Context: an optimization exercise on an open-source flow, tuned for small area, a short achievable clock period and few clock cycles. The choices shown serve that exercise and are no tape-out recipe.
Function was checked by simulation only, so behaviour that the tests miss may differ from the original.
No activity file was given, so power comes from the tool's default toggle rates.

==> run.sh <==
#!/bin/bash
# synth_recipe.tcl (not shown) runs the flow's synth.tcl, then flattens the netlist and writes it again
# the make line also repeats each setting of config.mk as NAME=value (left out here)
make -C /OpenROAD-flow-scripts/flow DESIGN_CONFIG=/design/flow/config.mk WORK_HOME=/design/flow/orfs CLKGATE_MAP_FILE= SYNTH_SCRIPT=/design/flow/synth_recipe.tcl finish
==> config.mk <==
export PLATFORM = sky130hd
export DESIGN_NAME = SimpleCPU
export DESIGN_NICKNAME = SimpleCPU
export VERILOG_FILES = /design/flow/design.v
export SDC_FILE = /design/flow/constraint.sdc
export NUM_CORES = 4
export LEC_CHECK = 0
export CAP_MARGIN = 20
export CORE_MARGIN = 2
export CORE_UTILIZATION = 40
export SETUP_SLACK_MARGIN = 1.0
export SLEW_MARGIN = 20
==> constraint.sdc <==
create_clock -name core_clock -period 11.0 [get_ports {clk}]
set_input_delay 2.2000 -clock core_clock [delete_from_list [all_inputs] [get_ports {clk}]]
set_output_delay 2.2000 -clock core_clock [all_outputs]
set_load 0.01 [all_outputs]
==> design.v <==
module SimpleCPU(clk, rst, data_fromRAM, wrEn, addr_toRAM, data_toRAM);
input clk, rst;
input wire [31:0] data_fromRAM;
output reg wrEn;
output reg [9:0] addr_toRAM;
output reg [31:0] data_toRAM;    
localparam S_F0  = 4'd0,   
           S_F1  = 4'd1,   
           S_2   = 4'd2,   
           S_3   = 4'd3,   
           S_4   = 4'd4,   
           S_5   = 4'd5,   
           S_IT  = 4'd6,   
           S_J   = 4'd7,   
           S_BR  = 4'd8,   
           S_NFX = 4'd9,   
           S_NFL = 4'd10,  
           S_NFH = 4'd11;  
localparam OP_ADD = 4'd0, OP_ADDi = 4'd1, OP_NAND = 4'd2, OP_NANDi = 4'd3,
           OP_SRL = 4'd4, OP_SRLi = 4'd5, OP_LT = 4'd6, OP_LTi = 4'd7,
           OP_CP = 4'd8, OP_CPi = 4'd9, OP_CPI = 4'd10, OP_CPIi = 4'd11,
           OP_BZJ = 4'd12, OP_BZJi = 4'd13, OP_MUL = 4'd14, OP_MULi = 4'd15;
reg [3:0]  state;
reg        hz;           
reg [9:0]  pc;
reg [3:0]  op;
reg [9:0]  fa;
reg [13:0] fb;
reg [31:0] r2;           
reg [31:0] r3;           
wire [31:0] d  = data_fromRAM;
wire [31:0] r1 = data_toRAM;
wire [9:0]  pc1 = pc + 10'd1;
wire        mulstep = (state == S_IT);
wire [31:0] addb = mulstep ? (r3[0] ? r2 : 32'd0) : r2;
wire [31:0] sum  = r1 + addb;
wire        ge32  = |r2[31:5];
wire        sh8   = |r2[4:3];
wire        sh1   = |r2[2:0];
wire [31:0] srl_r = ge32 ? 32'd0 : sh8 ? (r1 >> 8) : sh1 ? (r1 >> 1) : r1;
wire        srl_last = ge32 | (r2[4:0] == 5'd0) | (r2[4:0] == 5'd8) |
                       (r2[4:3] == 2'd0 && r2[2:0] == 3'd1);
reg  [31:0] alu;
always @(*) begin
	case (op)
		OP_ADD, OP_ADDi:   alu = sum;
		OP_NAND, OP_NANDi: alu = ~(r1 & r2);
		OP_LT, OP_LTi:     alu = {31'd0, r1 < r2};
		default:           alu = srl_r;
	endcase
end
wire r2z = (r2 == 32'd0);
wire r3z = (r3 == 32'd0);
wire mul_last = (r3[31:1] == 31'd0) | (r2[30:0] == 31'd0);
task automatic take_iw;
	begin
		op   <= d[31:28];
		fa   <= d[23:14];
		fb   <= d[13:0];
		addr_toRAM <= d[23:14];
		data_toRAM <= {18'd0, d[13:0]};
		r2   <= {18'd0, d[13:0]};
		state <= S_2;
	end
endtask
task automatic next_fetch;
	begin
		addr_toRAM <= pc1;
		pc <= pc1;
	end
endtask
always @(posedge clk) begin
	if (rst) begin
		state <= S_F0;
		pc <= 10'd0;
		addr_toRAM <= 10'd0;
		wrEn <= 1'b0;
		hz <= 1'b0;
	end else begin
		wrEn <= 1'b0;
		case (state)
		S_F0: begin
			hz <= 1'b0;
			state <= S_F1;
		end
		S_F1: begin
			if (hz) begin
				addr_toRAM <= pc;
				state <= S_F0;
			end else
				take_iw;
		end
		S_2: begin
			addr_toRAM <= fb[9:0];
			state <= S_3;
			case (op)
				OP_CPi: begin next_fetch; state <= S_NFH; end
				OP_MULi: begin r3 <= {18'd0, fb}; data_toRAM <= 32'd0; end
				OP_MUL: data_toRAM <= 32'd0;
				default: ;
			endcase
		end
		S_3: begin
			case (op)
				OP_ADDi, OP_NANDi, OP_LTi: begin
					data_toRAM <= d; next_fetch; state <= S_NFX;
				end
				OP_SRLi: begin
					data_toRAM <= d;
					if (srl_last) begin next_fetch; state <= S_NFX; end
					else state <= S_IT;
				end
				OP_MULi: begin r2 <= d; state <= S_IT; end
				OP_MUL: begin r2 <= d; state <= S_4; end
				OP_BZJi: begin data_toRAM <= d; state <= S_J; end
				OP_BZJ: begin data_toRAM <= d; next_fetch; state <= S_4; end
				OP_CPIi: begin fa <= d[9:0]; next_fetch; state <= S_NFL; end
				OP_CP: begin next_fetch; state <= S_NFL; end
				OP_CPI: state <= S_4;
				default: begin data_toRAM <= d; state <= S_4; end  
			endcase
		end
		S_4: begin
			case (op)
				OP_SRL: begin r2 <= d; state <= S_IT; end
				OP_MUL: begin
					r3 <= d;
					if (r2z) begin next_fetch; state <= S_NFH; end
					else state <= S_IT;
				end
				OP_CPI: begin addr_toRAM <= d[9:0]; state <= S_5; end
				OP_BZJ: begin r3 <= d; addr_toRAM <= r1[9:0]; state <= S_BR; end
				default: begin r2 <= d; next_fetch; state <= S_NFX; end  
			endcase
		end
		S_5: begin
			next_fetch; state <= S_NFL;
		end
		S_IT: begin
			if (op[3]) begin  
				if (r2z | r3z) begin
					next_fetch; state <= S_NFH;
				end else begin
					data_toRAM <= sum;
					r2 <= {r2[30:0], 1'b0};
					r3 <= {1'b0, r3[31:1]};
					if (mul_last) begin next_fetch; state <= S_NFH; end
				end
			end else begin    
				data_toRAM <= srl_r;
				if (sh8 & ~ge32) r2[4:3] <= r2[4:3] - 2'd1;
				else if (sh1 & ~ge32) r2[2:0] <= r2[2:0] - 3'd1;
				if (srl_last) begin next_fetch; state <= S_NFH; end
			end
		end
		S_J: begin
			addr_toRAM <= sum[9:0];
			pc <= sum[9:0];
			state <= S_F0;
		end
		S_BR: begin
			if (r3z) begin
				pc <= r1[9:0];
				state <= S_F1;
			end else begin
				take_iw;
			end
		end
		S_NFX, S_NFL, S_NFH: begin
			if (state == S_NFX) data_toRAM <= alu;
			if (state == S_NFL) data_toRAM <= d;
			addr_toRAM <= fa;
			wrEn <= 1'b1;
			hz <= (fa == pc);
			state <= S_F1;
		end
		default: state <= S_F0;
		endcase
	end
end
endmodule
==> impl_metrics.yaml <==
route:
  drc: 0
  drt.antenna.violating_nets: 0
  via_per_inst: 6.44
  wirelength_mm: 56.1
  vias: 14060
  drt_pass1_iterations: 6
  wl_per_cell_um: 25.7
  drt_iter0_markers: 1937
layout:
  drive_gt1_share_pct: 6.69
  stdcell_area_um2: 15200
  diodes: 0
  seq_area_um2: 4240
  area_delta_synth_final_pct: 13.7
  mostFrequentLayoutCells: "nand2_1 (280), nor2_1 (170), o21ai_0 (163)"
  layout.cells.non_filler: 2182
  nets: 1858
  n_fill_cell: 3344
  multiInputGateArea_um2: 8580
  final_common_cell: "nand2_1"
synth:
  synth-compound-area-share_pct: 28.1
  synth_top_family_by_area: "compound AO/OA/AOI/OAI gates"
  yosys.area_share.simple_pct: 20.9
  muxShareOfSynthArea_pct: 1.57
  synth_cells: 1701
  syn_area_um2: 13400
  yosysSeqAreaShare_pct: 31.7
  syn-num-nets: 1838
  yosys-top-cells-area: "edfxtp_1 (28%), ha_1 (9.5%), nand2_1 (7.9%), o21ai_0 (6.1%), a21oi_1 (5.5%)"
  synth_xor_area_share_pct: 3.32
  synth_flop_cell: "edfxtp_1"
  syn_area_per_cell_um2: 7.88
  synth-edff-count: 124
  ys_ff_latch: 150
  synth_fa_ha_area_share_pct: 9.68
  ys_async_sr_fraction_pct: 0
  synth_cell_types: 74
  yosys_warnings: 1
  yosysTopAreaCell: "edfxtp_1"
  synth_top_cell_area_share_pct: 27.8
timing:
  slew_violations: 0
  clock.fmax_mhz: 199
  fin_tns_setup_ns: 0
  setup_viol: 0
  slew_headroom_pct: 25.2
  fin_skew_ns: 0.0164
  timing.final.crit_period_ns: 5.03
  finalWorstSetupSlack_ns: 5.97
  post-route-period-util_pct: 45.7
  worst_slew_pin_slew_ns: 1.11
  finalHoldViolCount: 0
  rsz0062_at_grt: "false"
  fin_hold_ws_ns: 0.480
die:
  pin_count: 77
  die_area_um2: 35000
  start_util_pct: 40.3
  fp.dieH_um: 187
  coreArea_um2: 33300
  placementRows: 67
  die_w_um: 187
cts:
  clk_latency_ns: 0.47
  postCtsResizedCells: 0
  h-tree-depth: 4
  cts_root_buf: "clkbuf_16"
  clkTransAtPathRegs_ns: 0.08
  numCtsBuffers: 17
  clock_sinks: 150
  hold_buffers: 0
  cts.path.max_buffers: 2
  post-cts-setup-buffers: 0
  cts_tree: "yes"
grt:
  grt_pass1_vias: 13394
  grt_usage_pct: 31.6
  grt_pass1_wl_mm: 84.4
  grt_max_degree: 64
  antenna_found_initial: 0
  overflow: 0
placement:
  place_area_um2: 14600
  hpwl_mm: 39.6
  place_inst: 2150
  dp_slack_ns: 6.11
  globalplace.congestion: 0.947
  portBuffers: 76
outcome:
  status: "timing/DRC/antenna clean"
worst_setup_path:
  arrival_ns: 5.24
  critical_path_required_ns: 11.21
  path_class: "flop to flop"
  start_kind: "flop"
  crit_fanout: 31
  cp-end-kind: "flop"
hold_path:
  hold_path_class: "flop to flop"
pwr:
  leakage_nw: 5.82
  p_per_area_nw_per_um2: 125
  peakVddDrop_uv: 116
run:
  drv_cap: 0
[worst paths after layout]
kind / start / to / slack (ns) / cells past startpoint
worst min register to register: addr_toRAM[0] / addr_toRAM[0] / 0.48 / 2
worst max-delay path: state[2] / data_toRAM[24] / 5.97 / 15
worst min-delay path: addr_toRAM[0] / addr_toRAM[0] / 0.48 / 2
worst max register to register: state[2] / data_toRAM[24] / 5.97 / 15
[critical path, stage by stage, from the launching register on]
cell      delay, ns
dfxtp_1        0.97
nor2b_1        0.40
nand2_2        0.11
nor2_2         0.09
buf_4          0.33
nor2_1         0.12
ha_1           0.36
nand3_1        0.11
o21bai_1       0.19
a21oi_1        0.29
o221ai_1       0.32
and3_1         0.26
o21ai_1        0.49
a31oi_1        0.18
xnor2_1        0.16
a221o_1        0.35
[final cells by class]
| cell class | instances | share of cell area (%) |
|---|---|---|
| Timing Repair Buffer | 115 | 6.91 |
| Clock buffer | 17 | 2.79 |
| Clock inverter | 15 | 1.22 |
| Tap cell | 448 | 3.68 |
| Multi-Input combinational cell | 1386 | 56.3 |
| Inverter | 51 | 1.26 |
| Sequential cell | 150 | 27.9 |
[metal layers]
layer | global-route usage (%) | vias up | wire, µm
met5 | 0 | - | 0
met4 | 14.1 | 0 | 2410
met3 | 6.47 | 152 | 5850
met2 | 48.8 | 886 | 24800
met1 | 42.6 | 6689 | 23000
li1 | - | 6333 | -
[synthesized netlist by cell type (all sizes together) (15+ instances only)]
master	instances
nand2	281
a22oi	25
dfxtp	26
nand3	41
nand4	18
xnor2	24
nor3	29
mux2i	21
nand2b	15
o21ai	168
o211ai	25
xor2	26
a31oi	25
a21oi	148
ha	102
nor2	176
buf	21
inv	51
a22o	17
edfxtp	124
nor4	20
a21o	27
clkbuf	93
[flip-flops by register name, summed over array words and instances, names as in the netlist, 4 cells and up]
signal	count
data_toRAM	32
r2	32
r3	32
fb	14
addr_toRAM	10
fa	10
pc	10
op	4
state	4
[power by group]
group | switching (mW) | leakage (nW) | internal (mW)
clock | 0.306 | 0.293 | 0.327
sequential | 0.0656 | 1.36 | 0.660
combinational | 0.348 | 4.16 | 0.200
total | 0.720 | 5.82 | 1.19
[kinds of logic (layout without fill, tap and decap cells)]
kind of cell,count (synthesis),count (layout)
multiplexers,21,21
flip-flops,150,150
XOR/XNOR,50,50
AO/OA/AOI/OAI,581,581
buffers and inverters,165,198
adder cells (fa/ha/maj),103,103
AND/OR/NAND/NOR,631,631
[stage by stage]
step	power, mW	utilization, %
after floorplan	1.05	-
after global placement	1.26	43.9
after detailed placement	1.27	43.9
after CTS	1.90	45.8
after global routing	1.98	45.8
final	1.91	45.8
Testbench counts, summed over its fixed seeds: cycles 251,499.

[re-timing with driven ports]
No port has a modelled driver above. Below, the same layout with a new extraction and two added sets of constraints.
Step 1, drivers: a clkbuf_16 drives clk and a buf_2 each remaining input, both assumed.
Step 2 moves the port delays by t, midway between the first and last clock arrival at a register: inputs arrive t later, outputs are due t later. That takes back most of the time a late clock gives input paths.
Slacks: ideal / step 1 / step 2; pairs: ideal / step 1.
shift t [ns]: 0.512
setup slack, ns: 5.973 / 5.973 / 5.973
worst register clock-pin slew, ns: 0.08 / 0.08
cell pins on the clock port's net: 1
After both steps this run still meets setup and hold. For this run, drivers alone change the setup slack by 0.000 ns; drivers and shift together by 0.000 ns.
